Background: an optimization exercise with open tools, aiming at small area and a short achievable clock period. Do not read the settings as production practice. At most, simulation tests tie the RTL to the original design; equivalence was not proved. No functional check of the RTL was part of run 4. The clock input has no modelled driver; a real chip could not lean on it and would need a root buffer or a full tree. No activity file was given, so power comes from the tool's default toggle rates.

==> design.v <==
module reservation_station #(
    parameter RS_SIZE = 8,
    parameter PR_BITS = 6,
    parameter ROB_SIZE = 16,
    parameter ROB_BITS = $clog2(ROB_SIZE)
)(
    input  logic clk,
    input  logic rst,
    input  logic                  dispatch_en,
    input  logic [PR_BITS-1:0]    src1,
    input  logic [PR_BITS-1:0]    src2,
    input  logic [PR_BITS-1:0]    dst,
    input  logic                  src1_ready,
    input  logic                  src2_ready,
    input  logic                  use_imm,
    input  logic [31:0]           imm,
    input  logic [ROB_BITS-1:0]   alloc_rob_idx,
    input  logic                  dispatch_is_branch,
    input  logic [31:0]           dispatch_pc,
    input logic [1:0] dispatch_br_type,
    input  logic                  wb_valid,
    input  logic [PR_BITS-1:0]    wb_phys,
    input  logic                  issue_grant,
    output logic [1:0] issue_br_type,
    output logic                  issue_valid,
    output logic [PR_BITS-1:0]    issue_src1,
    output logic [PR_BITS-1:0]    issue_src2,
    output logic [PR_BITS-1:0]    issue_dst,
    output logic                  issue_use_imm,
    output logic [31:0]           issue_imm,
    output logic                  issue_is_branch,
    output logic [31:0]           issue_pc,
    output logic [ROB_BITS-1:0]   issue_rob_idx,
    output logic [$clog2(RS_SIZE)-1:0] issue_idx,
    output logic                  rs_full
);
    localparam int W = 3*PR_BITS + 1 + 32 + ROB_BITS + 1 + 32 + 2;
    localparam int NSEL = 4;
    logic [W-1:0] din;
    assign din = {src1, src2, dst, use_imm, imm, alloc_rob_idx,
                  dispatch_is_branch, dispatch_pc, dispatch_br_type};
    logic [RS_SIZE-1:0] rs_valid;
    logic [RS_SIZE-1:0] rs_rdy1;    
    logic [RS_SIZE-1:0] rs_rdy2;
    logic [W-1:0]       rs_data [RS_SIZE];
    logic [RS_SIZE-1:0] sel_q [NSEL];
    logic [RS_SIZE-1:0] sel;
    assign sel = sel_q[0];
    always_ff @(posedge clk) begin
        for (int i = 0; i < RS_SIZE; i++)
            if (!rs_valid[i])
                rs_data[i] <= din;
    end
    logic [RS_SIZE-1:0] free_oh, free_below;
    always_comb begin
        logic all_lower;
        all_lower = 1'b1;
        for (int i = 0; i < RS_SIZE; i++) begin
            free_oh[i]    = !rs_valid[i] && all_lower;
            free_below[i] = !all_lower;
            all_lower     = all_lower && rs_valid[i];
        end
    end
    logic disp_ok, rdy1_in, rdy2_in, disp_rdy;
    assign disp_ok  = dispatch_en && (dst != '0);
    assign rdy1_in  = src1_ready || (src1 == '0);
    assign rdy2_in  = src2_ready || (src2 == '0);
    assign disp_rdy = disp_ok && rdy1_in && rdy2_in;
    logic [RS_SIZE-1:0] keep, ok1, ok2, valid_n, rdy1_n, rdy2_n;
    always_comb begin
        for (int i = 0; i < RS_SIZE; i++) begin
            ok1[i]     = rs_rdy1[i] || (wb_valid && rs_data[i][W-1 -: PR_BITS] == wb_phys);
            ok2[i]     = rs_rdy2[i] || (wb_valid && rs_data[i][W-1-PR_BITS -: PR_BITS] == wb_phys);
            keep[i]    = rs_valid[i] && !(issue_grant && sel[i]);
            valid_n[i] = keep[i] || (disp_ok && free_oh[i]);
            rdy1_n[i]  = rs_valid[i] ? ok1[i] : rdy1_in;
            rdy2_n[i]  = rs_valid[i] ? ok2[i] : rdy2_in;
        end
    end
    function automatic logic lower_below(input logic [RS_SIZE-1:0] v, input int n);
        lower_below = 1'b0;
        for (int j = 0; j < RS_SIZE; j++)
            if (j < n) lower_below = lower_below || v[j];
    endfunction
    logic [RS_SIZE-1:0] sel_n [NSEL];
    always_comb begin
        logic [RS_SIZE-1:0] r, rd, pn, pd;
        logic lower_n, lower_d;
        for (int k = 0; k < NSEL; k++) begin
            for (int i = 0; i < RS_SIZE; i++) begin
                case (k % 3)
                    0:       r[i] = (keep[i] && ok1[i]) && ok2[i];
                    1:       r[i] = keep[i] && (ok1[i] && ok2[i]);
                    default: r[i] = (keep[i] && ok2[i]) && ok1[i];
                endcase
                rd[i] = r[i] || free_oh[i];
            end
            lower_n = 1'b0;
            lower_d = 1'b0;
            for (int i = 0; i < RS_SIZE; i++) begin
                pn[i] = r[i] && !lower_n;
                pd[i] = rd[i] && !lower_d;
                lower_n = lower_n || r[i];
                lower_d = lower_d || rd[i];
            end
            if (k < 3)
                sel_n[k] = disp_rdy ? pd : pn;
            else
                for (int i = 0; i < RS_SIZE; i++)
                    sel_n[k][i] = (pn[i] && !(disp_rdy && free_below[i])) ||
                                  (disp_rdy && free_oh[i] && (pn[i] || !lower_below(r, i)));
        end
    end
    always_ff @(posedge clk or posedge rst) begin
        if (rst) begin
            rs_valid <= '0;
            for (int k = 0; k < NSEL; k++) sel_q[k] <= '0;
        end else begin
            rs_valid <= valid_n;
            for (int k = 0; k < NSEL; k++) sel_q[k] <= sel_n[k];
        end
    end
    always_ff @(posedge clk) begin
        rs_rdy1 <= rdy1_n;
        rs_rdy2 <= rdy2_n;
    end
    logic [W-1:0] dout;
    always_comb begin
        dout = '0;
        for (int i = 0; i < RS_SIZE; i++)
            for (int b = 0; b < W; b++)
                dout[b] = dout[b] | (sel_q[b % NSEL][i] & rs_data[i][b]);
    end
    assign {issue_src1, issue_src2, issue_dst, issue_use_imm, issue_imm, issue_rob_idx,
            issue_is_branch, issue_pc, issue_br_type} = dout;
    assign issue_valid = |sel_q[3];
    assign issue_idx   = {sel_q[2][4] | sel_q[2][5] | sel_q[2][6] | sel_q[2][7],
                          sel_q[1][2] | sel_q[1][3] | sel_q[1][6] | sel_q[1][7],
                          sel_q[0][1] | sel_q[0][3] | sel_q[0][5] | sel_q[0][7]};
    assign rs_full     = &rs_valid;
endmodule
==> flow/run.sh <==
#!/bin/bash
# Standard ORFS layout, with plain buffers on the ports instead of the
# delay-cell buffers that buffer_ports picks by default, extra settings from
# flow/extra.mk, and flow/post_cts.tcl run at the end of CTS.
set -euo pipefail
EXTRA=()
[[ -f flow/extra.mk ]] && while IFS= read -r l; do [[ -n "$l" ]] && EXTRA+=("$l"); done < flow/extra.mk
bash standard.sh "BUFFER_PORTS_ARGS=-buffer_cell sky130_fd_sc_hd__buf_1" "POST_CTS_TCL=$PWD/flow/post_cts.tcl" "${EXTRA[@]}" finish > flow_standard.log 2>&1
==> flow/extra.mk <==
CTS_ARGS=-sink_clustering_enable -repair_clock_nets -dont_use_dummy_load -sink_clustering_size 24 -sink_clustering_max_diameter 80
==> flow/post_cts.tcl <==
set block [ord::get_db_block]
set root [$block findInst clkbuf_0_clk]
if {$root != "NULL"} {
  set in_net [[$root findITerm A] getNet]
  set out_net [[$root findITerm X] getNet]
  set loads {}
  foreach it [$out_net getITerms] {
    if {[$it getInst] != $root} { lappend loads $it }
  }
  if {[llength $loads] <= 4 && [llength [$out_net getBTerms]] == 0} {
    puts "post_cts: removing [$root getName], clock port now feeds [llength $loads] buffers"
    foreach it $loads {
      $it disconnect
      $it connect $in_net
    }
    odb::dbInst_destroy $root
    odb::dbNet_destroy $out_net
    estimate_parasitics -placement
    repair_timing_helper
    detailed_placement
    check_placement -verbose
  } else {
    puts "post_cts: root buffer kept ([llength $loads] loads)"
  }
}
==> standard.sh <==
#!/bin/bash
# synth_recipe.tcl (not shown) runs the flow's synth.tcl, then flattens the netlist and writes it again
# the make line also repeats each setting of config.mk as NAME=value (left out here)
make -C /OpenROAD-flow-scripts/flow DESIGN_CONFIG=/design/flow/config.mk WORK_HOME=/design/flow/orfs CLKGATE_MAP_FILE= SYNTH_SCRIPT=/design/flow/synth_recipe.tcl "${@:-finish}"
==> config.mk <==
export PLATFORM = sky130hd
export DESIGN_NAME = reservation_station
export DESIGN_NICKNAME = reservation_station
export VERILOG_FILES = /design/flow/design.v
export SDC_FILE = /design/flow/constraint.sdc
export NUM_CORES = 4
export LEC_CHECK = 0
export CAP_MARGIN = 20
export CORE_MARGIN = 2
export CORE_UTILIZATION = 65
export PLACE_DENSITY = 0.75
export SETUP_SLACK_MARGIN = 2.3
export SLEW_MARGIN = 20
export TNS_END_PERCENT = 5
==> constraint.sdc <==
create_clock -name core_clock -period 4.5 [get_ports {clk}]
set_input_delay 0.9000 -clock core_clock [delete_from_list [all_inputs] [get_ports {clk}]]
set_output_delay 0.9000 -clock core_clock [all_outputs]
set_load 0.01 [all_outputs]
==> results of run 1 <==
layer usage:
layer	wire length [um]	share of wire, %	GRT usage [%]	up-vias
li1	-	-	-	7185
met1	27900	36	46.2	8813
met3	8970	12	6.20	222
met5	27	0.035	0	-
met4	3210	4.1	14.0	4
met2	37300	48	52.3	1320
cell usage after synthesis, types with 14 or more instances:
library cell	number	area, um2
clkbuf_1	68	255
dfxtp_1	16	320
a22oi_1	361	2710
xnor2_1	35	307
nand2_1	20	75.1
nand4_1	96	601
dfrtp_1	40	1000
edfxtp_1	720	21600
nor2_1	30	113
xor2_1	61	534
nor3_1	14	70.1
mux2i_1	15	150
stage by stage:
| step | area [um2] | util (%) | setup slack, ns |
|---|---|---|---|
| finish | 33100 | 75.4 | 1.85 |
| global route | 33100 | 75.4 | 1.79 |
| detailed placement | 30300 | 68.9 | 1.07 |
| global placement | 30300 | 68.9 | 1.13 |
| floorplan | 28900 | - | 1.02 |
report_power, final:
part / switching (mW) / internal (mW) / leakage (nW) / total (mW)
Clock: 1.98 / 1.48 / 0.456 / 3.46
Combinational: 5.49 / 2.76 / 2.82 / 8.25
Sequential: 1.06 / 10.6 / 7.74 / 11.6
Total: 8.53 / 14.8 / 11.0 / 23.4
flip-flops by register name, indices dropped and copies added (netlist names):
name	cells
rs_data	720
rs_rdy1	8
rs_rdy2	8
rs_valid	8
sel_q	32
cells by family (layout without fill, tap and decap cells):
group                  count (synthesis)  count (layout)
other                                  0               5
AND/OR/NAND/NOR                      187             191
buffers and inverters                 97             385
XOR/XNOR                              96              96
flip-flops                           776             776
multiplexers                          15              15
AO/OA/AOI/OAI                        427             427
cell type report:
cell class	instances	area (um2)
flip-flops and latches	776	23000
repair buffers	339	2500
multi-input cells	729	5890
inverters	9	65.1
well taps	592	741
diodes	5	12.5
clock buffers	37	926
fillers	2491	10800
final timing paths:
check,from,endpoint,slack (ns),depth (start not counted)
max,sel_q[1][5],issue_src2[3],1.85,4
min,rs_rdy1[7],rs_rdy1[7],0.52,2
max reg2reg,rs_valid[3],rs_data[3][87],2.06,3
min reg2reg,rs_rdy1[7],rs_rdy1[7],0.52,2
max in group asynchronous,rst,sel_q[0][2],3.45,3
min in group asynchronous,rst,sel_q[2][0],0.61,3
worst min-delay path: stages, from the launching register on:
cell and delay (ns):
dfxtp_1 0.32, nor2_1 0.09, mux2i_1 0.07
==> out/metrics.cfg, run 1 <==
[floorplan]
pin_count = 198
core_um2 = 43900
die_w_um = 214
rows = 77
initial_core_util_pct = 65.5
dieArea_um2 = 46000
fp.dieH_um = 214

[placement]
place_hpwl_mm = 39.1
gp_congestion = 0.923
port_buffers = 197
placed_cells = 2345

[pwr]
peakVddDrop_uv = 523
power_density_nw_per_um2 = 705
p_leak_nw = 11.0
p_total_mw = 23.4

[critical_path]
crit_chain = buf_8 > a22oi_2 > nand4_1 > buf_2
cp_slowest_cell = dfrtp_4
max_stage_delay_ns = 0.52
crit_path_start_kind = flop
arrival_ns = 1.75
worstSetupPathType = reg2out
cp_top_family = flip-flops
worst_setup_path_end_kind = output port
crit_required_ns = 3.60
critical_path_buf_inv_count = 2
crit_path_max_fanout = 5

[routing]
via_per_inst = 7.05
num_vias = 17544
drtIter0Drc = 2499
drc_errors = 0
postRouteAntennaNets = 0
routedWlPerCell_um = 31.1
routed_wl_mm = 77.4
first_pass_iters = 5

[logic_synthesis]
synthXorXnorAreaFrac_pct = 2.92
synth-simple-area-share_pct = 3.70
synth_edf_count = 720
syn_nets = 1701
netlist_area_um2 = 28800
syn_area_per_cell_um2 = 18.0
ys_ff_latch = 776
synthCells = 1598
synthArstFlopShare_pct = 5.15
yosys_warnings = 4
muxShareOfSynthArea_pct = 0.522
synth_seq_area_share_pct = 79.7
synth_top_family_by_area = compound AO/OA/AOI/OAI gates
synth_cell_type_count = 58
synth_fa_ha_area_share_pct = 0
synthFlopType = edfxtp_1
synth-compound-area-share_pct = 11.5

[sta]
relSlewSlack_pct = 23.2
fmax_mhz = 377
fin_tns_setup_ns = 0
min_period_ns = 2.65
rsz0062_at_grt = true
slew_violations = 0
finalHoldViolCount = 0
worstMarginPinSlew_ns = 1.15
setup_violations = 0
holdWs_ns = 0.524
fin_crit_sh_pct = 58.9
skew_ns = 0.0326

[global_route]
first_global_vias = 17103
grt_max_degree = 64
antenna_found_initial = 5
grt_pass1_wl_mm = 111
track_usage_pct = 33.1
grt_overflow_total = 0

[cts]
path_clk_slew_ns = 0.10
cts_sinks = 776
clock_latency_ns = 0.40

[cells_and_area]
layout.cells.non_filler = 2487
final_cell_mix = 720 x edfxtp_1, 327 x a22oi_1, 148 x buf_1, 96 x nand4_1, 81 x buf_4
final_common_cell = edfxtp_1
area_growth_syn_to_layout_pct = 15.2
drive_above_1_share_pct = 18.4
layout.nets = 1995

[job]
drv_cap = 0

[worst_hold_path]
hp-class = reg2reg

[status]
outcome = timing/DRC/antenna clean

==> run 2, diff against run 1 <==
--- a/config.mk
+++ b/config.mk
@@ -11,3 +11,3 @@
 export PLACE_DENSITY = 0.75
-export SETUP_SLACK_MARGIN = 2.3
+export SETUP_SLACK_MARGIN = 2.1
 export SLEW_MARGIN = 20
==> run 2 against run 1 <==
Still clean. Global-route usage fell by 1.1 points. Sequential share of layout area grew 1.1 points. First-iteration DRC count is 0.56% lower. Sequential power barely moved. Largest power group unchanged.
==> out/metrics.cfg, run 2 <==
[global_route]
antenna_found_initial = 7  ; was 5
grt_pass1_wl_mm = 108  ; was 111 mm
grt_overflow_total = 0  ; unchanged
track_usage_pct = 32.0  ; was 33.1%
grt_max_degree = 64  ; unchanged
first_global_vias = 16835  ; was 17,103

[routing]
first_pass_iters = 6  ; was 5
drc_errors = 0  ; unchanged
routedWlPerCell_um = 30.4  ; was 31.1 um
postRouteAntennaNets = 0  ; unchanged
via_per_inst = 6.98  ; was 7.05
drtIter0Drc = 2485  ; was 2,499
num_vias = 17182  ; was 17,544
routed_wl_mm = 74.9  ; was 77.4 mm

[pwr]
p_leak_nw = 10.8  ; was 11.0 nW
power_density_nw_per_um2 = 705  ; about the same
peakVddDrop_uv = 539  ; was 523 uV
power.switching_mw = 8.35  ; was 8.53 mW
p_comb_share_pct = 34.4  ; was 35.3%
p_int_mw = 14.7  ; was 14.8 mW
p_seq_share_pct = 50.5  ; was 49.8%
pwr-share-clk_pct = 15.0  ; was 14.8%
sw_frac_of_total_pct = 36.2  ; was 36.5%

[floorplan]
die_w_um = 214  ; unchanged
rows = 77  ; unchanged
pin_count = 198  ; unchanged
dieArea_um2 = 46000  ; unchanged
initial_core_util_pct = 65.5  ; unchanged
fp.dieH_um = 214  ; unchanged
core_um2 = 43900  ; unchanged

[cts]
clock_latency_ns = 0.39  ; was 0.40 ns
cts_sinks = 776  ; unchanged
path_clk_slew_ns = 0.10  ; about the same

[logic_synthesis]
synthXorXnorAreaFrac_pct = 2.92  ; unchanged
synth-simple-area-share_pct = 3.70  ; unchanged
syn_area_per_cell_um2 = 18.0  ; unchanged
yosysTopAreaCellShare_pct = 75.1  ; unchanged
synth_top_area_cell = edfxtp_1  ; unchanged
netlist_area_um2 = 28800  ; unchanged
synthFlopType = edfxtp_1  ; unchanged
synth_seq_area_share_pct = 79.7  ; unchanged
synth_top_family_by_area = compound AO/OA/AOI/OAI gates  ; unchanged
synth_edf_count = 720  ; unchanged
synth.most_common_cell = edfxtp_1  ; unchanged
synth-compound-area-share_pct = 11.5  ; unchanged
synthTopCellsByArea = edfxtp_1 75%, a22oi_1 9.4%, dfrtp_1 3.5%  ; unchanged
synthCells = 1598  ; unchanged
synth_fa_ha_area_share_pct = 0  ; unchanged
synth_cell_type_count = 58  ; unchanged
synthArstFlopShare_pct = 5.15  ; unchanged
yosys_warnings = 4  ; unchanged
ys_ff_latch = 776  ; unchanged
syn_nets = 1701  ; unchanged
synth_common_cells = 720 x edfxtp_1, 361 x a22oi_1, 96 x nand4_1, 68 x clkbuf_1, 61 x xor2_1  ; unchanged
muxShareOfSynthArea_pct = 0.522  ; unchanged

[cells_and_area]
top_register = rs_data  ; unchanged
drive_above_1_share_pct = 15.5  ; was 18.4%
layout.nets = 1970  ; was 1,995
reg_top3 = rs_data (720), sel_q (32)  ; unchanged
finish.utilization_pct = 74.3  ; was 75.4%
final_cell_area_um2 = 32600  ; was 33,100 um2
area_growth_syn_to_layout_pct = 13.4  ; was 15.2%
final_common_cell = edfxtp_1  ; unchanged
largest_register_ffs = 720  ; unchanged
final_cell_mix = 720 x edfxtp_1, 331 x a22oi_1, 161 x buf_1, 96 x nand4_1, 67 x buf_4  ; was 720 x edfxtp_1, 327 x a22oi_1, 148 x buf_1, 96 x nand4_1, 81 x buf_4
fill_cells = 2586  ; was 2,491

[sta]
fin_tns_setup_ns = 0  ; unchanged
slew_violations = 0  ; unchanged
relSlewSlack_pct = 25.7  ; was 23.2%
fmax_mhz = 380  ; was 377 MHz
skew_ns = 0.0262  ; was 0.0326 ns
rsz0062_at_grt = true  ; unchanged
fin_crit_sh_pct = 58.4  ; was 58.9%
finalHoldViolCount = 0  ; unchanged
worstMarginPinSlew_ns = 1.11  ; was 1.15 ns
min_period_ns = 2.63  ; was 2.65 ns
setup_violations = 0  ; unchanged

[critical_path]
worstReg2RegStart = sel_q[0][3]  ; was rs_valid[3]
crit_path_start_kind = flop  ; unchanged
rrSetupSlack_ns = 2.02  ; was 2.06 ns
worst_setup_path_end_kind = output port  ; unchanged
crit_required_ns = 3.60  ; about the same
crit_start = sel_q[0][3]  ; was sel_q[1][5]
crit_path_max_fanout = 7  ; was 5
arrival_ns = 1.73  ; was 1.75 ns
worstSetupPathType = reg2out  ; unchanged

[placement]
port_buffers = 197  ; unchanged
gp_congestion = 0.923  ; unchanged
place_hpwl_mm = 39.1  ; unchanged
placed_cell_area_um2 = 30300  ; unchanged

[job]
drv_cap = 0  ; unchanged

[worst_hold_path]
hp-class = reg2reg  ; unchanged
hold_start = rs_rdy1[3]  ; was rs_rdy1[7]

[status]
outcome = timing/DRC/antenna clean  ; unchanged

run 2: area by class of cell:
| cell class | count | area [um2] | area share (%) |
|---|---|---|---|
| repair buffers | 316 | 2160 | 6.62 |
| inverters | 9 | 65.1 | 0.199 |
| flip-flops and latches | 776 | 23000 | 70.5 |
| well taps | 592 | 741 | 2.27 |
| diodes | 3 | 7.51 | 0.0230 |
| clock buffers | 37 | 926 | 2.84 |
| multi-input cells | 727 | 5740 | 17.6 |
run 2: path summary, 6_finish.rpt:
kind                                       to  cells past startpoint
worst max-delay path            issue_imm[17]                      5
worst min-delay path               rs_rdy1[3]                      2
max in group asynchronous         sel_q[1][4]                      3
worst max register to register    sel_q[1][5]                      8
min in group asynchronous         sel_q[0][1]                      3
worst min register to register     rs_rdy1[3]                      2
run 2: metal layers:
layer	GRT usage, %	part of all wire, %
met5	0	0.069
met4	12.7	3.7
met3	6.16	10
met2	51.0	48
met1	44.5	37
run 2: metrics by stage:
step | power (mW) | worst slack (ns) | hold WS, ns | std cells
after detailed placement | 18.4 | 1.07 | 0.499 | 2345
final | 23.0 | 1.87 | 0.526 | 2460
after global routing | 23.8 | 1.81 | 0.535 | 2459
after floorplan | 15.3 | 1.02 | 0.463 | 1598
after global placement | 18.2 | 1.13 | 0.483 | 2345
run 2: cells by family (layout without fill, tap and decap cells):
logic type      count (synthesis)  in the layout
flops                         776            776
mux                            15             15
buf+inv                        97            362
simple gates                  187            189
other cells                     0              3
compound gates                427            427
xor+xnor                       96             96
run 2: power by group through the flow:
stage               Sequential, mW  Combinational, mW  Clock (mW)
floorplan                     11.3               4.03           0
global placement              11.9               6.37           0
detailed placement            12.0               6.44           0
global route                  11.8               8.37        3.67
finish                        11.6               7.93        3.46
run 2: critical path, stage by stage, from the launching register on:
cell	delay (ns)
dfrtp_2	0.48
buf_12	0.18
buf_8	0.15
a22oi_2	0.14
nand4_1	0.18
buf_2	0.19
==> run 3, diff against run 2 <==
--- a/config.mk
+++ b/config.mk
@@ -11,3 +11,3 @@
 export PLACE_DENSITY = 0.75
-export SETUP_SLACK_MARGIN = 2.1
+export SETUP_SLACK_MARGIN = 2.0
 export SLEW_MARGIN = 20
==> run 3 against run 2 <==
Area after synthesis did not move. Largest power group unchanged. Register-to-register slack got worse by 0.05 ns. Total power fell by 2.1%. Via count fell by 1.5%. Die area did not move. Wire length fell by 2.0%. Combinational power fell by 5.4%. Clock-buffer cell count did not move. Still clean on timing, DRC and antenna. Synthesized cell count did not move.
==> out/metrics.cfg, run 3 <==
[routing]
postRouteAntennaNets = 0  ; unchanged
drtIter0Drc = 2077  ; was 2,485
first_pass_iters = 6  ; unchanged
routed_wl_mm = 73.4  ; was 74.9 mm
drc_errors = 0  ; unchanged
num_vias = 16925  ; was 17,182
routedWlPerCell_um = 30.0  ; was 30.4 um
via_per_inst = 6.93  ; was 6.98

[critical_path]
worst_setup_path_end_kind = flop  ; was output port
crit_path_start_kind = input port  ; was flop
critical_path_buf_inv_count = 2  ; was 3
max_stage_delay_ns = 0.44  ; was 0.48 ns
worstSetupPathType = in2reg  ; was reg2out
path_depth = 7  ; was 5
crit_path_max_fanout = 10  ; was 7
rrSetupSlack_ns = 1.97  ; was 2.02 ns
crit_required_ns = 4.76  ; was 3.60 ns
crit_chain = buf_1 > nor4_4 > a21oi_4 > nor3_4 > buf_4 > nand2_1 > a221oi_1  ; was buf_12 > buf_8 > a22oi_2 > nand4_1 > buf_2
arrival_ns = 2.86  ; was 1.73 ns
reg2reg_to = sel_q[2][3]  ; was sel_q[1][5]
worstReg2RegStart = rs_valid[3]  ; was sel_q[0][3]
cp_top_family = simple AND/OR/NAND/NOR gates  ; was buffers and inverters
cp_slowest_cell = a221oi_1  ; was dfrtp_2
r2r_cells = 5  ; was 8

[logic_synthesis]
synth_common_cells = 720 x edfxtp_1, 361 x a22oi_1, 96 x nand4_1, 68 x clkbuf_1, 61 x xor2_1  ; unchanged
ys_ff_latch = 776  ; unchanged
yosysTopAreaCellShare_pct = 75.1  ; unchanged
syn_area_per_cell_um2 = 18.0  ; unchanged
synthTopCellsByArea = edfxtp_1 75%, a22oi_1 9.4%, dfrtp_1 3.5%  ; unchanged
syn_nets = 1701  ; unchanged
netlist_area_um2 = 28800  ; unchanged
synthFlopType = edfxtp_1  ; unchanged
synth_cell_type_count = 58  ; unchanged
synth_edf_count = 720  ; unchanged
synth.most_common_cell = edfxtp_1  ; unchanged
yosys_warnings = 4  ; unchanged
synth_seq_area_share_pct = 79.7  ; unchanged
synthArstFlopShare_pct = 5.15  ; unchanged
synth_top_area_cell = edfxtp_1  ; unchanged
synthCells = 1598  ; unchanged

[cells_and_area]
regArea_um2 = 23000  ; about the same
layout.nets = 1954  ; was 1,970
final_cell_mix = 720 x edfxtp_1, 349 x a22oi_1, 177 x buf_1, 96 x nand4_1, 71 x buf_4  ; was 720 x edfxtp_1, 331 x a22oi_1, 161 x buf_1, 96 x nand4_1, 67 x buf_4
top_register = rs_data  ; unchanged
final_common_cell = edfxtp_1  ; unchanged
largest_register_ffs = 720  ; unchanged
multi_input_area_um2 = 5630  ; was 5740 um2
drive_above_1_share_pct = 13.2  ; was 15.5%
reg_top3 = rs_data (720), sel_q (32)  ; unchanged
area_growth_syn_to_layout_pct = 12.0  ; was 13.4%
final_cell_area_um2 = 32200  ; was 32,600 um2
fill_cells = 2678  ; was 2,586

[global_route]
grt_overflow_total = 0  ; unchanged
track_usage_pct = 31.5  ; was 32.0%
grt_max_degree = 67  ; was 64
first_global_vias = 16689  ; was 16,835
antenna_found_initial = 7  ; unchanged
grt_pass1_wl_mm = 107  ; was 108 mm

[worst_hold_path]
hold_start = rs_rdy2[2]  ; was rs_rdy1[3]
hold_depth = 2  ; unchanged
hp-class = reg2reg  ; unchanged
min_to = rs_rdy2[2]  ; was rs_rdy1[3]

[floorplan]
rows = 77  ; unchanged
fp.dieH_um = 214  ; unchanged
dieArea_um2 = 46000  ; unchanged
die_w_um = 214  ; unchanged
initial_core_util_pct = 65.5  ; unchanged
pin_count = 198  ; unchanged
core_um2 = 43900  ; unchanged

[pwr]
peakVddDrop_uv = 575  ; was 539 uV
p_leak_nw = 10.6  ; was 10.8 nW
power_density_nw_per_um2 = 699  ; was 705 nW/um2

[placement]
port_buffers = 197  ; unchanged
gp_congestion = 0.954  ; was 0.923
placed_cell_area_um2 = 30300  ; about the same
preCtsSetupSlack_ns = 1.11  ; was 1.07 ns
place_hpwl_mm = 40.0  ; was 39.1 mm

[sta]
relSlewSlack_pct = 27.0  ; was 25.7%
min_period_ns = 2.59  ; was 2.63 ns
finalHoldViolCount = 0  ; unchanged
worst_slack_ns = 1.91  ; was 1.87 ns
slew_violations = 0  ; unchanged
fmax_mhz = 386  ; was 380 MHz
setup_violations = 0  ; unchanged
rsz0062_at_grt = true  ; unchanged
skew_ns = 0.0431  ; was 0.0262 ns
fin_crit_sh_pct = 57.6  ; was 58.4%
fin_tns_setup_ns = 0  ; unchanged
worstMarginPinSlew_ns = 1.10  ; was 1.11 ns

[job]
drv_cap = 0  ; unchanged

[status]
outcome = timing/DRC/antenna clean  ; unchanged

[cts]
cts_sinks = 776  ; unchanged
path_clk_slew_ns = 0.10  ; about the same
clock_latency_ns = 0.40  ; was 0.39 ns

-- run 3: power by group --
part / internal, mW / total (mW) / switching [mW]
registers: 10.6 / 11.6 / 1.04
clock network: 1.48 / 3.44 / 1.96
logic: 2.36 / 7.50 / 5.13
-- run 3: cell type report --
| class | instances | share of cell area (%) |
|---|---|---|
| Sequential cell | 776 | 71.4 |
| Multi-Input combinational cell | 726 | 17.5 |
| Timing Repair Buffer | 301 | 5.77 |
| Clock buffer | 37 | 2.87 |
| Tap cell | 592 | 2.30 |
| Inverter | 9 | 0.210 |
| Antenna cell | 2 | 0.0155 |
-- run 3: kinds of logic after synthesis --
group	after synthesis	synth area share [%]
flip-flops	776	79.7
AO/OA/AOI/OAI	427	11.5
AND/OR/NAND/NOR	187	3.70
buffers and inverters	97	1.67
XOR/XNOR	96	2.92
multiplexers	15	0.522
-- run 3: worst reg2reg max path: stages (launching register included) --
cell and delay [ns]:
dfrtp_1 0.43, clkinvlp_4 0.12, buf_6 0.56, buf_4 0.71
nand2_1 0.24, a221oi_1 0.36
-- run 3: how the worst max path moves through the flow --
stage | slack (ns) | end | startpoint
floorplan | 1.02 | rs_full | rs_valid[5]
global placement | 1.24 | sel_q[1][7] | wb_phys[5]
detailed placement | 1.11 | sel_q[3][7] | wb_phys[5]
global route | 1.85 | sel_q[2][3] | rs_valid[3]
finish | 1.91 | sel_q[3][2] | src2[0]
-- run 3: layer usage --
metal  track usage [%]  wire length (um)  part of all wire [%]
met5                 0                53                 0.072
met4              10.0              2560                   3.5
met3              5.82              7260                   9.9
met2              51.6             35700                    49
met1              43.7             27800                    38
-- run 3: stage by stage --
step	hold WS [ns]	total power, mW	utilization (%)	cells
3_5_place_dp	0.492	18.4	68.9	2348
5_1_grt	0.534	23.4	73.4	2442
3_3_place_gp	0.488	18.2	68.8	2346
6_report	0.523	22.5	73.4	2443
2_1_floorplan	0.463	15.3	-	1598
==> run 4, diff against run 3 <==
--- a/design.v
+++ b/design.v
@@ -37,3 +37,3 @@
     localparam int W = 3*PR_BITS + 1 + 32 + ROB_BITS + 1 + 32 + 2;
-    localparam int NSEL = 4;
+    localparam int NSEL = 3;
     logic [W-1:0] din;
@@ -135,3 +135,3 @@
             issue_is_branch, issue_pc, issue_br_type} = dout;
-    assign issue_valid = |sel_q[3];
+    assign issue_valid = |sel_q[2];
     assign issue_idx   = {sel_q[2][4] | sel_q[2][5] | sel_q[2][6] | sel_q[2][7],
==> run 4 against run 3 <==
Via count decreased by 1.9%. Largest power group unchanged. Maximum frequency shrank 2.7%. Core utilization is 0.53 points higher. Clock-buffer cell count unchanged. Die area fell by 1.5%. Cell area decreased by 1.2%. Critical path depth decreased by 4. Non-clock buffer count is the same. Clock power about the same. Final cell count down 1.3%. Worst hold slack gained 0.0054 ns. Still clean on timing, DRC and antenna. Critical path type is now reg2out.
==> out/metrics.cfg, run 4 <==
[status]
outcome = timing/DRC/antenna clean  ; unchanged

[pwr]
p_leak_nw = 10.4  ; was 10.6 nW
pwr-share-clk_pct = 14.9  ; was 15.3%
peakVddDrop_uv = 492  ; was 575 uV
p_seq_share_pct = 50.7  ; was 51.5%
sw_frac_of_total_pct = 36.3  ; was 36.1%
power_density_nw_per_um2 = 722  ; was 699 nW/um2
power.switching_mw = 8.35  ; was 8.13 mW
p_int_mw = 14.7  ; was 14.4 mW
p_comb_share_pct = 34.4  ; was 33.3%

[sta]
setup_violations = 0  ; unchanged
skew_ns = 0.0831  ; was 0.0431 ns
fin_crit_sh_pct = 59.2  ; was 57.6%
min_period_ns = 2.66  ; was 2.59 ns
slew_violations = 0  ; unchanged
rsz0062_at_grt = true  ; unchanged
holdWs_ns = 0.528  ; was 0.523 ns
worstMarginPinSlew_ns = 1.07  ; was 1.10 ns
fmax_mhz = 376  ; was 386 MHz
worst_slack_ns = 1.84  ; was 1.91 ns
relSlewSlack_pct = 28.7  ; was 27.0%
finalHoldViolCount = 0  ; unchanged
fin_tns_setup_ns = 0  ; unchanged

[logic_synthesis]
yosysTopAreaCellShare_pct = 76.3  ; was 75.1%
synth_edf_count = 720  ; unchanged
netlist_area_um2 = 28300  ; was 28,800 um2
syn_nets = 1674  ; was 1,701
synthCells = 1571  ; was 1,598
ys_ff_latch = 768  ; was 776
syn_area_per_cell_um2 = 18.0  ; about the same
synthArstFlopShare_pct = 4.17  ; was 5.15%
yosys_warnings = 4  ; unchanged
synth_common_cells = 720 x edfxtp_1, 360 x a22oi_1, 94 x nand4_1, 72 x xor2_1, 71 x clkbuf_1  ; was 720 x edfxtp_1, 361 x a22oi_1, 96 x nand4_1, 68 x clkbuf_1, 61 x xor2_1
synthFlopType = edfxtp_1  ; unchanged
synth.most_common_cell = edfxtp_1  ; unchanged
synthTopCellsByArea = edfxtp_1 76%, a22oi_1 9.5%, dfrtp_1 2.8%  ; was edfxtp_1 75%, a22oi_1 9.4%, dfrtp_1 3.5%
synth_cell_type_count = 49  ; was 58
synth_top_area_cell = edfxtp_1  ; unchanged
synth_seq_area_share_pct = 80.3  ; was 79.7%

[cts]
clock_latency_ns = 0.40  ; about the same
cts_sinks = 768  ; was 776
path_clk_slew_ns = 0.09  ; was 0.10 ns

[global_route]
antenna_found_initial = 3  ; was 7
first_global_vias = 16149  ; was 16,689
grt_overflow_total = 0  ; unchanged
grt_pass1_wl_mm = 102  ; was 107 mm
grt_max_degree = 64  ; was 67
track_usage_pct = 31.4  ; was 31.5%

[critical_path]
worst_setup_path_end_kind = output port  ; was flop
max_stage_delay_ns = 0.55  ; was 0.44 ns
crit_path_max_fanout = 3  ; was 10
arrival_ns = 1.76  ; was 2.86 ns
crit_chain = or4_4 > nand2b_4 > buf_2  ; was buf_1 > nor4_4 > a21oi_4 > nor3_4 > buf_4 > nand2_1 > a221oi_1
worstSetupPathType = reg2out  ; was in2reg
crit_required_ns = 3.60  ; was 4.76 ns
cp_slowest_cell = or4_4  ; was a221oi_1
crit_path_start_kind = flop  ; was input port

[cells_and_area]
layout.nets = 1927  ; was 1,954
area_growth_syn_to_layout_pct = 12.4  ; was 12.0%
final_cell_area_um2 = 31800  ; was 32,200 um2
final_cell_mix = 720 x edfxtp_1, 348 x a22oi_1, 176 x buf_1, 94 x nand4_1  ; was 720 x edfxtp_1, 349 x a22oi_1, 177 x buf_1, 96 x nand4_1, 71 x buf_4
largest_register_ffs = 720  ; unchanged
top_register = rs_data  ; unchanged
drive_above_1_share_pct = 13.2  ; about the same
reg_top3 = rs_data (720), sel_q (24)  ; was rs_data (720), sel_q (32)
final_common_cell = edfxtp_1  ; unchanged

[routing]
via_per_inst = 6.89  ; was 6.93
drtIter0Drc = 2017  ; was 2,077
num_vias = 16609  ; was 16,925
postRouteAntennaNets = 0  ; unchanged
first_pass_iters = 5  ; was 6
routed_wl_mm = 71.8  ; was 73.4 mm
routedWlPerCell_um = 29.8  ; was 30.0 um
drc_errors = 0  ; unchanged

[placement]
place_hpwl_mm = 37.9  ; was 40.0 mm
placed_cell_area_um2 = 29700  ; was 30,300 um2
gp_congestion = 0.911  ; was 0.954
port_buffers = 197  ; unchanged
preCtsSetupSlack_ns = 1.22  ; was 1.11 ns

[floorplan]
core_um2 = 43100  ; was 43,900 um2
fp.dieH_um = 213  ; was 214 um
dieArea_um2 = 45300  ; was 46,000 um2
rows = 76  ; was 77
pin_count = 198  ; unchanged
initial_core_util_pct = 65.8  ; was 65.5%
die_w_um = 213  ; was 214 um

[worst_hold_path]
hp-class = reg2reg  ; unchanged

[job]
drv_cap = 0  ; unchanged

==> run 4: cell types whose count changed after synthesis, moves of 5 or more <==
cell / delta
xnor2_1: -11
xor2_1: +11
a21oi_1: +10
a2111oi_1: -8
a211oi_1: -8
a221oi_1: -8
dfrtp_1: -8
nand2_1: -8
nor3_1: +6
mux2i_1: -5
nor4_1: +5
o21ai_0: +5
==> run 4: cells by family after synthesis <==
kind of cell	share of synthesized area [%]
mux	0.353
xor+xnor	2.97
simple gates	3.98
compound gates	10.8
flops	80.3
buf+inv	1.56
==> run 4: path summary, 6_finish.rpt <==
check,to,slack [ns],cells after the start,start
worst max-delay path,issue_valid,1.84,3,sel_q[2][4]
worst min-delay path,rs_rdy1[5],0.53,2,rs_rdy1[5]
worst max register to register,rs_data[4][18],2.05,3,rs_valid[4]
worst min register to register,rs_rdy1[5],0.53,2,rs_rdy1[5]
max in group asynchronous,sel_q[2][2],3.54,3,rst
min in group asynchronous,sel_q[0][0],0.60,3,rst
==> run 4: worst max-delay path: cells and delay by family (launching register included) <==
family,cells,cell delay [ns]
DFF,1,0.54
and+or+nand+nor,2,0.70
buffers and inverters,1,0.14
==> run 4: metal layers <==
| metal | part of all wire, % | wire length [um] | global-route usage (%) |
|---|---|---|---|
| met5 | 0.022 | 16 | 0 |
| met4 | 3.2 | 2270 | 10.8 |
| met3 | 11 | 8250 | 6.05 |
| met2 | 47 | 33600 | 49.0 |
| met1 | 39 | 27700 | 45.5 |
==> run 4: layout make-up <==
type                    instances  area (um2)
diodes                          4        10.0
clock buffers                  37         926
fillers                      2540       11200
inverters                      10        62.6
multi-input cells             704        5300
flip-flops and latches        768       22800
well taps                     585         732
repair buffers                301        1970
repair inverters                2        10.0
==> run 4: power by group through the flow <==
stage | logic [mW] | clock network (mW) | registers (mW)
finish | 7.92 | 3.42 | 11.7
global route | 8.44 | 3.65 | 11.8
detailed placement | 6.27 | 0 | 12.3
global placement | 6.21 | 0 | 12.2
floorplan | 4.06 | 0 | 11.4
==> run 4: metrics by stage <==
| stage | util (%) | power, mW | cells |
|---|---|---|---|
| final | 73.9 | 23.0 | 2411 |
| after global placement | 68.9 | 18.4 | 2298 |
| after detailed placement | 68.9 | 18.6 | 2298 |
| after global routing | 73.9 | 23.9 | 2408 |
| after floorplan | - | 15.5 | 1571 |
==> run 5, diff against run 4 <==
--- a/design.v
+++ b/design.v
@@ -53,3 +53,3 @@
     end
-    logic [RS_SIZE-1:0] free_oh, free_below;
+    logic [RS_SIZE-1:0] free_oh;
     always_comb begin
@@ -58,5 +58,4 @@
         for (int i = 0; i < RS_SIZE; i++) begin
-            free_oh[i]    = !rs_valid[i] && all_lower;
-            free_below[i] = !all_lower;
-            all_lower     = all_lower && rs_valid[i];
+            free_oh[i] = !rs_valid[i] && all_lower;
+            all_lower  = all_lower && rs_valid[i];
         end
@@ -79,7 +78,2 @@
     end
-    function automatic logic lower_below(input logic [RS_SIZE-1:0] v, input int n);
-        lower_below = 1'b0;
-        for (int j = 0; j < RS_SIZE; j++)
-            if (j < n) lower_below = lower_below || v[j];
-    endfunction
     logic [RS_SIZE-1:0] sel_n [NSEL];
@@ -105,8 +99,3 @@
             end
-            if (k < 3)
-                sel_n[k] = disp_rdy ? pd : pn;
-            else
-                for (int i = 0; i < RS_SIZE; i++)
-                    sel_n[k][i] = (pn[i] && !(disp_rdy && free_below[i])) ||
-                                  (disp_rdy && free_oh[i] && (pn[i] || !lower_below(r, i)));
+            sel_n[k] = disp_rdy ? pd : pn;
         end
--- a/config.mk
+++ b/config.mk
@@ -11,3 +11,3 @@
 export PLACE_DENSITY = 0.75
-export SETUP_SLACK_MARGIN = 2.0
+export SETUP_SLACK_MARGIN = 1.9
 export SLEW_MARGIN = 20
==> run 5 against run 4 <==
Global-route usage is 0.087 points lower. Wire length hardly changed. Highest routed layer unchanged. Sequential share of layout area is 0.34 points higher. Total power is 0.38% lower. Via count is 0.19% lower. Sequential power hardly changed. Maximum frequency is 0.69% lower. Critical path type is now in2reg. Worst setup slack worse by 0.018 ns.
==> out/metrics.cfg, run 5 <==
[critical_path]
r2r_cells = 3  ; unchanged
crit_path_max_fanout = 15  ; was 3
crit_path_start_kind = input port  ; was flop
max_stage_delay_ns = 0.49  ; was 0.55 ns
rrSetupSlack_ns = 2.05  ; about the same
arrival_ns = 2.93  ; was 1.76 ns
reg2reg_to = rs_data[4][18]  ; unchanged
cp_slowest_cell = nor4_1  ; was or4_4
cp_top_family = simple AND/OR/NAND/NOR gates  ; unchanged
worstReg2RegStart = rs_valid[4]  ; unchanged
crit_chain = buf_2 > buf_4 > xor2_1 > nor3_1 > a41oi_1 > or3_1 > nand3_4 > nor4_1  ; was or4_4 > nand2b_4 > buf_2
worstSetupPathType = in2reg  ; was reg2out
worst_setup_path_end_kind = flop  ; was output port
crit_required_ns = 4.74  ; was 3.60 ns
critical_path_buf_inv_count = 2  ; was 1

[logic_synthesis]
ys_ff_latch = 768  ; unchanged
syn_nets = 1674  ; unchanged
yosysTopAreaCellShare_pct = 76.3  ; unchanged
yosys_warnings = 4  ; unchanged
synth.most_common_cell = edfxtp_1  ; unchanged
synthArstFlopShare_pct = 4.17  ; unchanged
synth_cell_type_count = 49  ; unchanged
synth_common_cells = 720 x edfxtp_1, 360 x a22oi_1, 94 x nand4_1, 72 x xor2_1, 71 x clkbuf_1  ; unchanged
netlist_area_um2 = 28300  ; unchanged
syn_area_per_cell_um2 = 18.0  ; unchanged
synthCells = 1571  ; unchanged
synthTopCellsByArea = edfxtp_1 76%, a22oi_1 9.5%, dfrtp_1 2.8%  ; unchanged
synthFlopType = edfxtp_1  ; unchanged
synth_edf_count = 720  ; unchanged
synth_seq_area_share_pct = 80.3  ; unchanged
synth_top_area_cell = edfxtp_1  ; unchanged

[placement]
placed_cell_area_um2 = 29700  ; unchanged
gp_congestion = 0.911  ; unchanged
place_hpwl_mm = 37.9  ; unchanged
port_buffers = 197  ; unchanged

[sta]
slew_violations = 0  ; unchanged
finalHoldViolCount = 0  ; unchanged
holdWs_ns = 0.541  ; was 0.528 ns
setup_violations = 0  ; unchanged
fin_tns_setup_ns = 0  ; unchanged
fmax_mhz = 373  ; was 376 MHz
skew_ns = 0.0885  ; was 0.0831 ns
min_period_ns = 2.68  ; was 2.66 ns
rsz0062_at_grt = true  ; unchanged
relSlewSlack_pct = 26.7  ; was 28.7%
worstMarginPinSlew_ns = 1.10  ; was 1.07 ns
fin_crit_sh_pct = 59.6  ; was 59.2%

[worst_hold_path]
hp-class = reg2reg  ; unchanged
min_to = rs_rdy2[5]  ; was rs_rdy1[5]
hold_depth = 2  ; unchanged
hold_start = rs_rdy2[5]  ; was rs_rdy1[5]

[cells_and_area]
regArea_um2 = 22800  ; unchanged
drive_above_1_share_pct = 12.2  ; was 13.2%
reg_top3 = rs_data (720), sel_q (24)  ; unchanged
area_growth_syn_to_layout_pct = 11.9  ; was 12.4%
largest_register_ffs = 720  ; unchanged
final_common_cell = edfxtp_1  ; unchanged
top_register = rs_data  ; unchanged
final_cell_area_um2 = 31700  ; was 31,800 um2
final_cell_mix = 720 x edfxtp_1, 353 x a22oi_1, 180 x buf_1, 94 x nand4_1, 72 x xor2_1  ; was 720 x edfxtp_1, 348 x a22oi_1, 176 x buf_1, 94 x nand4_1
layout.nets = 1917  ; was 1,927
fill_cells = 2560  ; was 2,540
multi_input_area_um2 = 5280  ; was 5300 um2

[floorplan]
die_w_um = 213  ; unchanged
dieArea_um2 = 45300  ; unchanged
core_um2 = 43100  ; unchanged
fp.dieH_um = 213  ; unchanged
pin_count = 198  ; unchanged
rows = 76  ; unchanged
initial_core_util_pct = 65.8  ; unchanged

[global_route]
grt_pass1_wl_mm = 103  ; was 102 mm
first_global_vias = 16172  ; was 16,149
track_usage_pct = 31.4  ; about the same
grt_max_degree = 64  ; unchanged
grt_overflow_total = 0  ; unchanged
antenna_found_initial = 4  ; was 3

[pwr]
pwr-share-clk_pct = 15.0  ; was 14.9%
p_comb_share_pct = 33.9  ; was 34.4%
p_seq_share_pct = 51.1  ; was 50.7%
power.switching_mw = 8.35  ; about the same
sw_frac_of_total_pct = 36.4  ; was 36.3%
p_int_mw = 14.6  ; was 14.7 mW
power_density_nw_per_um2 = 723  ; was 722 nW/um2
p_leak_nw = 10.3  ; was 10.4 nW
peakVddDrop_uv = 493  ; was 492 uV

[routing]
via_per_inst = 6.90  ; was 6.89
routed_wl_mm = 71.8  ; about the same
drtIter0Drc = 2294  ; was 2,017
first_pass_iters = 6  ; was 5
drc_errors = 0  ; unchanged
routedWlPerCell_um = 29.9  ; was 29.8 um
num_vias = 16577  ; was 16,609
postRouteAntennaNets = 0  ; unchanged

[cts]
cts_sinks = 768  ; unchanged
clock_latency_ns = 0.41  ; was 0.40 ns
path_clk_slew_ns = 0.10  ; was 0.09 ns

[status]
outcome = timing/DRC/antenna clean  ; unchanged

[job]
drv_cap = 0  ; unchanged

==> run 5: worst max path at each step <==
stage | startpoint | endpoint | slack (ns) | cells after the start
after floorplan | rs_valid[7] | rs_full | 1.60 | 2
after global placement | wb_phys[1] | sel_q[1][5] | 1.32 | 7
after global routing | wb_phys[5] | sel_q[0][7] | 1.73 | 8
after detailed placement | wb_phys[1] | sel_q[0][5] | 1.22 | 7
final | wb_phys[5] | sel_q[0][7] | 1.82 | 8
==> run 5: per-stage QoR <==
step           utilization, %  power (mW)  cells  setup slack, ns
6_report                 73.6        22.9   2403             1.82
5_1_grt                  73.5        23.8   2398             1.73
2_1_floorplan               -        15.5   1571             1.60
3_3_place_gp             68.9        18.4   2298             1.32
3_5_place_dp             68.9        18.6   2298             1.22
==> run 5: layout make-up <==
class	count	area share [%]
Sequential cell	768	72.0
Multi-Input combinational cell	704	16.6
Timing Repair Buffer	291	5.82
Clock buffer	37	2.92
Tap cell	585	2.31
Inverter	10	0.197
Antenna cell	6	0.0474
Timing Repair inverter	2	0.0316
==> run 5: power groups by stage <==
stage | registers, mW | logic [mW] | clock network, mW
final | 11.7 | 7.78 | 3.43
after global routing | 11.9 | 8.30 | 3.66
after detailed placement | 12.3 | 6.27 | 0
after global placement | 12.2 | 6.21 | 0
after floorplan | 11.4 | 4.06 | 0
==> run 5: per-layer routing <==
layer  vias up  global-route usage [%]  share of wire [%]
met3       134                    5.52                 10
met2      1013                    49.6                 47
met5         -                       0              0.042
met4         4                    9.60                2.8
met1      8475                    45.6                 39
li1       6951                       -                  -
==> run 5: worst reg2reg max path: cells and delay by family (launching register included) <==
kind,cells,cell delay [ns]
flops,1,0.46
buf+inv,3,1.51
==> run 5: kinds of logic (layout without fill, tap and decap cells) <==
kind of cell / after synthesis / in the layout / share of synthesized area [%]
flops: 768 / 768 / 80.3
compound gates: 407 / 407 / 10.8
simple gates: 191 / 191 / 3.98
buf+inv: 99 / 340 / 1.56
xor+xnor: 96 / 96 / 2.97
mux: 10 / 10 / 0.353
other cells: 0 / 6 / 0
==> run 6, diff against run 5 <==
--- a/config.mk
+++ b/config.mk
@@ -11,3 +11,3 @@
 export PLACE_DENSITY = 0.75
-export SETUP_SLACK_MARGIN = 1.9
+export SETUP_SLACK_MARGIN = 2.2
 export SLEW_MARGIN = 20
==> run 6 against run 5 <==
Global-route usage is 0.56 points higher. Synthesized cell count stayed put. Sequential cell count did not move. Core utilization is 0.98 points higher. Sequential power about the same. Worst hold slack lost 0.021 ns. Area after synthesis stayed put. Total power up 1.8%. Critical path type is now reg2out.
==> out/metrics.cfg, run 6 <==
[critical_path]
crit_chain = buf_12 > buf_4 > a22oi_1 > nand4_1 > buf_1  ; was buf_2 > buf_4 > xor2_1 > nor3_1 > a41oi_1 > or3_1 > nand3_4 > nor4_1
crit_required_ns = 3.60  ; was 4.74 ns
max_stage_delay_ns = 0.51  ; was 0.49 ns
critical_path_buf_inv_count = 3  ; was 2
cp_top_family = flip-flops  ; was simple AND/OR/NAND/NOR gates
worst_setup_path_end_kind = output port  ; was flop
cp_slowest_cell = dfrtp_4  ; was nor4_1
arrival_ns = 1.84  ; was 2.93 ns
crit_path_max_fanout = 5  ; was 15
worstSetupPathType = reg2out  ; was in2reg
crit_path_start_kind = flop  ; was input port

[placement]
place_hpwl_mm = 37.5  ; was 37.9 mm
placed_cells = 2294  ; was 2,298
gp_congestion = 0.921  ; was 0.911
port_buffers = 197  ; unchanged

[logic_synthesis]
synth_edf_count = 720  ; unchanged
ys_ff_latch = 768  ; unchanged
synth_common_cells = 720 x edfxtp_1, 360 x a22oi_1, 94 x nand4_1, 72 x xor2_1, 71 x clkbuf_1  ; unchanged
yosysTopAreaCellShare_pct = 76.3  ; unchanged
yosys_warnings = 4  ; unchanged
synth_seq_area_share_pct = 80.3  ; unchanged
synth_cell_type_count = 49  ; unchanged
synth.most_common_cell = edfxtp_1  ; unchanged
synthFlopType = edfxtp_1  ; unchanged
synthArstFlopShare_pct = 4.17  ; unchanged
netlist_area_um2 = 28300  ; unchanged
synth_top_area_cell = edfxtp_1  ; unchanged
synthCells = 1571  ; unchanged
synthTopCellsByArea = edfxtp_1 76%, a22oi_1 9.5%, dfrtp_1 2.8%  ; unchanged
syn_nets = 1674  ; unchanged
syn_area_per_cell_um2 = 18.0  ; unchanged

[pwr]
p_leak_nw = 10.5  ; was 10.3 nW
p_seq_share_pct = 50.8  ; was 51.1%
power.switching_mw = 8.53  ; was 8.35 mW
power_density_nw_per_um2 = 727  ; was 723 nW/um2
peakVddDrop_uv = 653  ; was 493 uV
pwr-share-clk_pct = 14.8  ; was 15.0%
sw_frac_of_total_pct = 36.5  ; was 36.4%
p_comb_share_pct = 34.5  ; was 33.9%
p_int_mw = 14.8  ; was 14.6 mW

[sta]
finalHoldViolCount = 0  ; unchanged
fmax_mhz = 365  ; was 373 MHz
relSlewSlack_pct = 33.7  ; was 26.7%
slew_violations = 0  ; unchanged
fin_crit_sh_pct = 60.8  ; was 59.6%
min_period_ns = 2.74  ; was 2.68 ns
worstMarginPinSlew_ns = 0.994  ; was 1.10 ns
fin_tns_setup_ns = 0  ; unchanged
setup_violations = 0  ; unchanged
skew_ns = 0.0529  ; was 0.0885 ns
rsz0062_at_grt = true  ; unchanged

[cells_and_area]
largest_register_ffs = 720  ; unchanged
final_common_cell = edfxtp_1  ; unchanged
top_register = rs_data  ; unchanged
area_growth_syn_to_layout_pct = 13.4  ; was 11.9%
fill_cells = 2467  ; was 2,560
finish.utilization_pct = 74.6  ; was 73.6%
drive_above_1_share_pct = 13.7  ; was 12.2%
final_cell_mix = 720 x edfxtp_1, 352 x a22oi_1, 173 x buf_1, 94 x nand4_1, 74 x buf_4  ; was 720 x edfxtp_1, 353 x a22oi_1, 180 x buf_1, 94 x nand4_1, 72 x xor2_1
layout.cells.non_filler = 2423  ; was 2,403
regArea_um2 = 22800  ; about the same
reg_top3 = rs_data (720), sel_q (24)  ; unchanged
layout.nets = 1935  ; was 1,917
multi_input_area_um2 = 5340  ; was 5280 um2

[routing]
routedWlPerCell_um = 30.1  ; was 29.9 um
first_pass_iters = 6  ; unchanged
routed_wl_mm = 73.0  ; was 71.8 mm
drtIter0Drc = 2389  ; was 2,294
postRouteAntennaNets = 0  ; unchanged
via_per_inst = 6.90  ; about the same
num_vias = 16722  ; was 16,577
drc_errors = 0  ; unchanged

[global_route]
track_usage_pct = 31.9  ; was 31.4%
grt_pass1_wl_mm = 104  ; was 103 mm
grt_overflow_total = 0  ; unchanged
antenna_found_initial = 8  ; was 4
first_global_vias = 16306  ; was 16,172
grt_max_degree = 66  ; was 64

[floorplan]
dieArea_um2 = 45300  ; unchanged
initial_core_util_pct = 65.8  ; unchanged
rows = 76  ; unchanged
pin_count = 198  ; unchanged
core_um2 = 43100  ; unchanged
die_w_um = 213  ; unchanged
fp.dieH_um = 213  ; unchanged

[cts]
clock_latency_ns = 0.40  ; was 0.41 ns
path_clk_slew_ns = 0.10  ; about the same
cts_sinks = 768  ; unchanged

[worst_hold_path]
hp-class = reg2reg  ; unchanged

[job]
drv_cap = 0  ; unchanged

[status]
outcome = timing/DRC/antenna clean  ; unchanged

## run 6: worst paths after layout
kind | from | cells past startpoint | to | slack, ns
max | sel_q[0][7] | 5 | issue_imm[6] | 1.76
min | rs_rdy1[2] | 2 | rs_rdy1[2] | 0.52
max reg2reg | rs_valid[7] | 3 | rs_data[7][20] | 1.98
min reg2reg | rs_rdy1[2] | 2 | rs_rdy1[2] | 0.52
max in group asynchronous | rst | 3 | sel_q[0][0] | 3.56
min in group asynchronous | rst | 3 | sel_q[1][4] | 0.58
## run 6: area by class of cell
cell class | count | share of cell area (%)
Antenna cell | 8 | 0.0623
Clock buffer | 37 | 2.88
Multi-Input combinational cell | 705 | 16.6
Inverter | 10 | 0.195
Timing Repair Buffer | 310 | 6.86
Sequential cell | 768 | 71.1
Tap cell | 585 | 2.28
## run 6: tightest hold or removal path, delay by kind of cell (launching register included)
kind	cells	cell delay (ns)
muxes	1	0.11
DFF	1	0.32
AOI/OAI and AO/OA	1	0.05
## run 6: kinds of logic after synthesis
kind of cell           Yosys count  share of synthesized area [%]
flip-flops                     768                           80.3
AO/OA/AOI/OAI                  407                           10.8
XOR/XNOR                        96                           2.97
buffers and inverters           99                           1.56
AND/OR/NAND/NOR                191                           3.98
multiplexers                    10                          0.353
## run 6: through the flow
step	instance area [um2]	hold WS, ns	worst slack (ns)	total power [mW]
after floorplan	28400	0.463	1.60	15.5
after global placement	29700	0.482	1.30	18.4
after detailed placement	29700	0.495	1.21	18.6
after global routing	32100	0.544	1.74	24.2
final	32100	0.520	1.76	23.3
## run 6: metal layers
metal	track usage [%]	wire, um
met1	45.0	27600
met2	49.2	34500
met3	6.56	7980
met4	14.1	2890
met5	0	23
## run 6: power by group through the flow
stage	registers (mW)	clock network, mW	logic [mW]
global placement	12.4	0	6.06
floorplan	11.4	0	4.06
global route	12.0	3.69	8.52
detailed placement	12.5	0	6.14
finish	11.8	3.45	8.04
==> run 7, diff against run 6 <==
--- a/config.mk
+++ b/config.mk
@@ -11,3 +11,3 @@
 export PLACE_DENSITY = 0.75
-export SETUP_SLACK_MARGIN = 2.2
+export SETUP_SLACK_MARGIN = 2.0
 export SLEW_MARGIN = 20
==> run 7 against run 6 <==
Clock power barely moved. Still clean. Highest routed layer unchanged. Synthesized cell count stayed put. Final cell count is 0.50% lower. Non-clock buffer count decreased by 9.
==> out/metrics.cfg, run 7 <==
[global_route]
grt_max_degree = 64  ; was 66
first_global_vias = 16149  ; was 16,306
grt_overflow_total = 0  ; unchanged
antenna_found_initial = 3  ; was 8
track_usage_pct = 31.4  ; was 31.9%
grt_pass1_wl_mm = 102  ; was 104 mm

[sta]
min_period_ns = 2.66  ; was 2.74 ns
relSlewSlack_pct = 28.7  ; was 33.7%
worstMarginPinSlew_ns = 1.07  ; was 0.994 ns
slew_violations = 0  ; unchanged
holdWs_ns = 0.528  ; was 0.520 ns
finalHoldViolCount = 0  ; unchanged
setup_violations = 0  ; unchanged
fin_tns_setup_ns = 0  ; unchanged
fin_crit_sh_pct = 59.2  ; was 60.8%
rsz0062_at_grt = true  ; unchanged
fmax_mhz = 376  ; was 365 MHz
worst_slack_ns = 1.84  ; was 1.76 ns
skew_ns = 0.0831  ; was 0.0529 ns

[floorplan]
die_w_um = 213  ; unchanged
rows = 76  ; unchanged
dieArea_um2 = 45300  ; unchanged
initial_core_util_pct = 65.8  ; unchanged
pin_count = 198  ; unchanged
core_um2 = 43100  ; unchanged
fp.dieH_um = 213  ; unchanged

[critical_path]
critical_path_buf_inv_count = 1  ; was 3
crit_chain = or4_4 > nand2b_4 > buf_2  ; was buf_12 > buf_4 > a22oi_1 > nand4_1 > buf_1
arrival_ns = 1.76  ; was 1.84 ns
crit_required_ns = 3.60  ; about the same
crit_path_max_fanout = 3  ; was 5
cp_top_family = simple AND/OR/NAND/NOR gates  ; was flip-flops
max_stage_delay_ns = 0.55  ; was 0.51 ns
worstSetupPathType = reg2out  ; unchanged
worst_setup_path_end_kind = output port  ; unchanged
crit_path_start_kind = flop  ; unchanged
cp_slowest_cell = or4_4  ; was dfrtp_4

[routing]
drc_errors = 0  ; unchanged
met3WireLength_mm = 8.25  ; was 7.98 mm
postRouteAntennaNets = 0  ; unchanged
routedWlPerCell_um = 29.8  ; was 30.1 um
via_per_inst = 6.89  ; was 6.90
routed_wl_mm = 71.8  ; was 73.0 mm
first_pass_iters = 5  ; was 6
top_layer = met5  ; unchanged
drtIter0Drc = 2017  ; was 2,389
wl_met1_mm = 27.7  ; was 27.6 mm
wl_met2_mm = 33.6  ; was 34.5 mm
num_vias = 16609  ; was 16,722

[cells_and_area]
area_growth_syn_to_layout_pct = 12.4  ; was 13.4%
layout.nets = 1927  ; was 1,935
layout.cells.non_filler = 2411  ; was 2,423
drive_above_1_share_pct = 13.2  ; was 13.7%
top_register = rs_data  ; unchanged
final_cell_mix = 720 x edfxtp_1, 348 x a22oi_1, 176 x buf_1, 94 x nand4_1  ; was 720 x edfxtp_1, 352 x a22oi_1, 173 x buf_1, 94 x nand4_1, 74 x buf_4
final_common_cell = edfxtp_1  ; unchanged
largest_register_ffs = 720  ; unchanged
fill_cells = 2540  ; was 2,467
reg_top3 = rs_data (720), sel_q (24)  ; unchanged
finish.utilization_pct = 73.9  ; was 74.6%
final_cell_area_um2 = 31800  ; was 32,100 um2

[logic_synthesis]
yosys_warnings = 4  ; unchanged
syn_area_per_cell_um2 = 18.0  ; unchanged
synthCells = 1571  ; unchanged
synth_top_area_cell = edfxtp_1  ; unchanged
synth_seq_area_share_pct = 80.3  ; unchanged
synthArstFlopShare_pct = 4.17  ; unchanged
syn_nets = 1674  ; unchanged
ys_ff_latch = 768  ; unchanged
synthFlopType = edfxtp_1  ; unchanged
synthTopCellsByArea = edfxtp_1 76%, a22oi_1 9.5%, dfrtp_1 2.8%  ; unchanged
netlist_area_um2 = 28300  ; unchanged
yosysTopAreaCellShare_pct = 76.3  ; unchanged
synth_common_cells = 720 x edfxtp_1, 360 x a22oi_1, 94 x nand4_1, 72 x xor2_1, 71 x clkbuf_1  ; unchanged
synth_cell_type_count = 49  ; unchanged
synth.most_common_cell = edfxtp_1  ; unchanged
synth_edf_count = 720  ; unchanged

[cts]
cts_sinks = 768  ; unchanged
path_clk_slew_ns = 0.09  ; was 0.10 ns
clock_latency_ns = 0.40  ; about the same

[placement]
gp_congestion = 0.911  ; was 0.921
port_buffers = 197  ; unchanged
place_hpwl_mm = 37.9  ; was 37.5 mm
placed_cells = 2298  ; was 2,294
preCtsSetupSlack_ns = 1.22  ; was 1.21 ns
placed_cell_area_um2 = 29700  ; about the same

[pwr]
p_leak_nw = 10.4  ; was 10.5 nW
peakVddDrop_uv = 492  ; was 653 uV
p_total_mw = 23.0  ; was 23.3 mW
power_density_nw_per_um2 = 722  ; was 727 nW/um2

[job]
drv_cap = 0  ; unchanged

[worst_hold_path]
hp-class = reg2reg  ; unchanged

[status]
outcome = timing/DRC/antenna clean  ; unchanged

## run 7: cell count changes in the layout (fill, tap and decap cells not counted), sizes merged
| cell | previous run | this run |
|---|---|---|
| clkbuf | 40 | 43 |
| buf | 307 | 295 |
| nand3 | 8 | 7 |
| diode | 8 | 4 |
| clkinvlp | 4 | 6 |
## run 7: path summary, 6_finish.rpt
check | start | to | slack, ns | cells past startpoint
worst max-delay path | sel_q[2][4] | issue_valid | 1.84 | 3
worst min-delay path | rs_rdy1[5] | rs_rdy1[5] | 0.53 | 2
worst max register to register | rs_valid[4] | rs_data[4][18] | 2.05 | 3
worst min register to register | rs_rdy1[5] | rs_rdy1[5] | 0.53 | 2
max in group asynchronous | rst | sel_q[2][2] | 3.54 | 3
min in group asynchronous | rst | sel_q[0][0] | 0.60 | 3
## run 7: cells by family (layout without fill, tap and decap cells)
kind of cell | count (synthesis) | count (layout) | share of synthesized area [%]
AO/OA/AOI/OAI | 407 | 407 | 10.8
XOR/XNOR | 96 | 96 | 2.97
buffers and inverters | 99 | 350 | 1.56
flip-flops | 768 | 768 | 80.3
multiplexers | 10 | 10 | 0.353
other | 0 | 4 | 0
AND/OR/NAND/NOR | 191 | 191 | 3.98
## run 7: cell type report
cell class,count,area (um2),share of cell area [%]
repair buffers,301,1970,6.19
multi-input cells,704,5300,16.7
repair inverters,2,10.0,0.0314
inverters,10,62.6,0.196
clock buffers,37,926,2.91
flip-flops and latches,768,22800,71.7
diodes,4,10.0,0.0314
well taps,585,732,2.30
## run 7: metal layers
layer  GRT usage [%]  vias to the layer above
met3            6.05                      150
met4            10.8                        2
li1                -                     6978
met2            49.0                     1078
met1            45.5                     8401
met5               0                        -
## run 7: where the power goes
group	switching, mW	internal [mW]
clock	1.94	1.48
combinational	5.42	2.50
sequential	0.994	10.7
## run 7: tightest hold or removal path: cells and delay by family, from the launching register on
family	cells	cell delay, ns
mux	1	0.12
flops	1	0.32
compound gates	1	0.05
==> run 8, diff against run 7 <==
--- a/config.mk
+++ b/config.mk
@@ -9,4 +9,4 @@
 export CORE_MARGIN = 2
-export CORE_UTILIZATION = 65
-export PLACE_DENSITY = 0.75
+export CORE_UTILIZATION = 70
+export PLACE_DENSITY = 0.8
 export SETUP_SLACK_MARGIN = 2.0
==> run 8 against run 7 <==
Largest cell class unchanged. Total power is 1.1% higher. Area after synthesis stayed put. Highest routed layer unchanged. Clock-buffer cell count stayed put.
==> out/metrics.cfg, run 8 <==
[status]
outcome = timing/DRC/antenna clean  ; unchanged

[critical_path]
crit_path_max_fanout = 5  ; was 3
crit_start = sel_q[2][5]  ; was sel_q[2][4]
worstSetupPathType = reg2out  ; unchanged
crit_chain = or4_4 > nand2b_4 > buf_6  ; was or4_4 > nand2b_4 > buf_2
worst_setup_path_end_kind = output port  ; unchanged
rrSetupSlack_ns = 1.98  ; was 2.05 ns
reg2reg_to = rs_data[1][20]  ; was rs_data[4][18]
crit_path_start_kind = flop  ; unchanged
crit_required_ns = 3.60  ; about the same
max_stage_delay_ns = 0.57  ; was 0.55 ns
cp_top_family = simple AND/OR/NAND/NOR gates  ; unchanged

[logic_synthesis]
synth_edf_count = 720  ; unchanged
netlist_area_um2 = 28300  ; unchanged
synth_seq_area_share_pct = 80.3  ; unchanged
synth_top_area_cell = edfxtp_1  ; unchanged
synth_common_cells = 720 x edfxtp_1, 360 x a22oi_1, 94 x nand4_1, 72 x xor2_1, 71 x clkbuf_1  ; unchanged
syn_nets = 1674  ; unchanged
syn_area_per_cell_um2 = 18.0  ; unchanged
synth_cell_type_count = 49  ; unchanged
yosys_warnings = 4  ; unchanged

[floorplan]
core_um2 = 39800  ; was 43,100 um2
die_w_um = 205  ; was 213 um
rows = 73  ; was 76
dieArea_um2 = 42100  ; was 45,300 um2

[cts]
path_clk_slew_ns = 0.09  ; about the same

[sta]
worst_slack_ns = 1.81  ; was 1.84 ns
fmax_mhz = 372  ; was 376 MHz
rsz0062_at_grt = true  ; unchanged
finalHoldViolCount = 0  ; unchanged
setup_violations = 0  ; unchanged

[routing]
postRouteAntennaNets = 0  ; unchanged
first_pass_iters = 7  ; was 5
drtIter0Drc = 2342  ; was 2,017
routed_wl_mm = 74.2  ; was 71.8 mm
num_vias = 17062  ; was 16,609

[cells_and_area]
final_common_cell = edfxtp_1  ; unchanged
largest_register_ffs = 720  ; unchanged
area_growth_syn_to_layout_pct = 12.5  ; was 12.4%
top_register = rs_data  ; unchanged
drive_above_1_share_pct = 13.0  ; was 13.2%

[placement]
port_buffers = 197  ; unchanged
place_hpwl_mm = 37.6  ; was 37.9 mm

[worst_hold_path]
hold_depth = 2  ; unchanged

[pwr]
peakVddDrop_uv = 737  ; was 492 uV
power_density_nw_per_um2 = 730  ; was 722 nW/um2

[global_route]
track_usage_pct = 34.5  ; was 31.4%
antenna_found_initial = 4  ; was 3
grt_overflow_total = 0  ; unchanged

-- run 8: cell counts after synthesis --
Identical to the previous run, type by type.
-- run 8: layer usage --
metal	GRT usage [%]	vias to the layer above	wire length, um	share of wire [%]
met3	7.02	204	9310	13
met1	49.8	8502	26700	36
met5	0	-	13	0.018
met2	53.3	1369	35200	47
met4	13.1	2	2920	3.9
li1	-	6985	-	-
-- run 8: cells by family (layout without fill, tap and decap cells) --
family / after synthesis / after routing / synth area share, %
flops: 768 / 768 / 80.3
compound gates: 407 / 407 / 10.8
simple gates: 191 / 191 / 3.98
buf+inv: 99 / 357 / 1.56
xor+xnor: 96 / 96 / 2.97
mux: 10 / 10 / 0.353
other cells: 0 / 4 / 0
-- run 8: final cells by class --
type,instances,area [um2]
inverters,10,62.6
repair buffers,310,2100
clock buffers,37,926
well taps,525,657
diodes,4,10.0
multi-input cells,704,5280
fillers,2037,7960
flip-flops and latches,768,22800
-- run 8: how the worst max path moves through the flow --
stage	end	slack, ns	depth (start not counted)
after floorplan	rs_full	1.60	2
after global routing	sel_q[2][5]	1.78	9
after detailed placement	sel_q[1][6]	1.23	8
after global placement	sel_q[0][5]	1.37	7
final	issue_valid	1.81	3
-- run 8: power by group --
part / total, mW / internal [mW] / switching [mW]
logic: 7.92 / 2.58 / 5.33
registers: 11.9 / 10.7 / 1.22
clock network: 3.44 / 1.48 / 1.96
total: 23.3 / 14.7 / 8.52
-- run 8: worst min-delay path, stage by stage (launching register included) --
cell and delay [ns]:
dfxtp_1 0.32, nor2_1 0.06, mux2i_1 0.11
-- run 8: stage by stage --
stage	cells	area [um2]	hold slack, ns	total power [mW]	utilization (%)
floorplan	1571	28300	0.463	15.5	-
global placement	2236	29600	0.497	18.3	74.4
detailed placement	2236	29600	0.507	18.5	74.4
global route	2355	31900	0.551	24.1	80.0
finish	2358	31900	0.532	23.3	80.0

re-timing with driven ports:
How much do the figures lean on ideal ports? The routed layouts below were timed once more, with nothing changed but the port constraints. Step 1: set_driving_cell puts a clkbuf_16 on clk and a buf_2 on each other input, an assumption about the parent block. Step 2, shift: input delay + t, output delay - t, t = (earliest + latest rising clock arrival at the registers) / 2. This alone moves slack from input paths to output paths. Slacks: ideal / step 1 / step 2; pairs: ideal / step 1.
run | t, ns | slack for setup (ns)
run 1 | 0.498 | 1.851 / 1.733 / 1.499
run 2 | 0.496 | 1.870 / 1.752 / 1.529
run 3 | 0.499 | 1.909 / 1.790 / 1.484
run 4 | 0.480 | 1.838 / 1.719 / 1.461
run 5 | 0.488 | 1.820 / 1.702 / 1.387
run 6 | 0.501 | 1.763 / 1.640 / 1.425
run 7 | 0.480 | 1.838 / 1.719 / 1.461
run 8 | 0.495 | 1.814 / 1.692 / 1.410
After both steps every run listed still meets setup and hold.
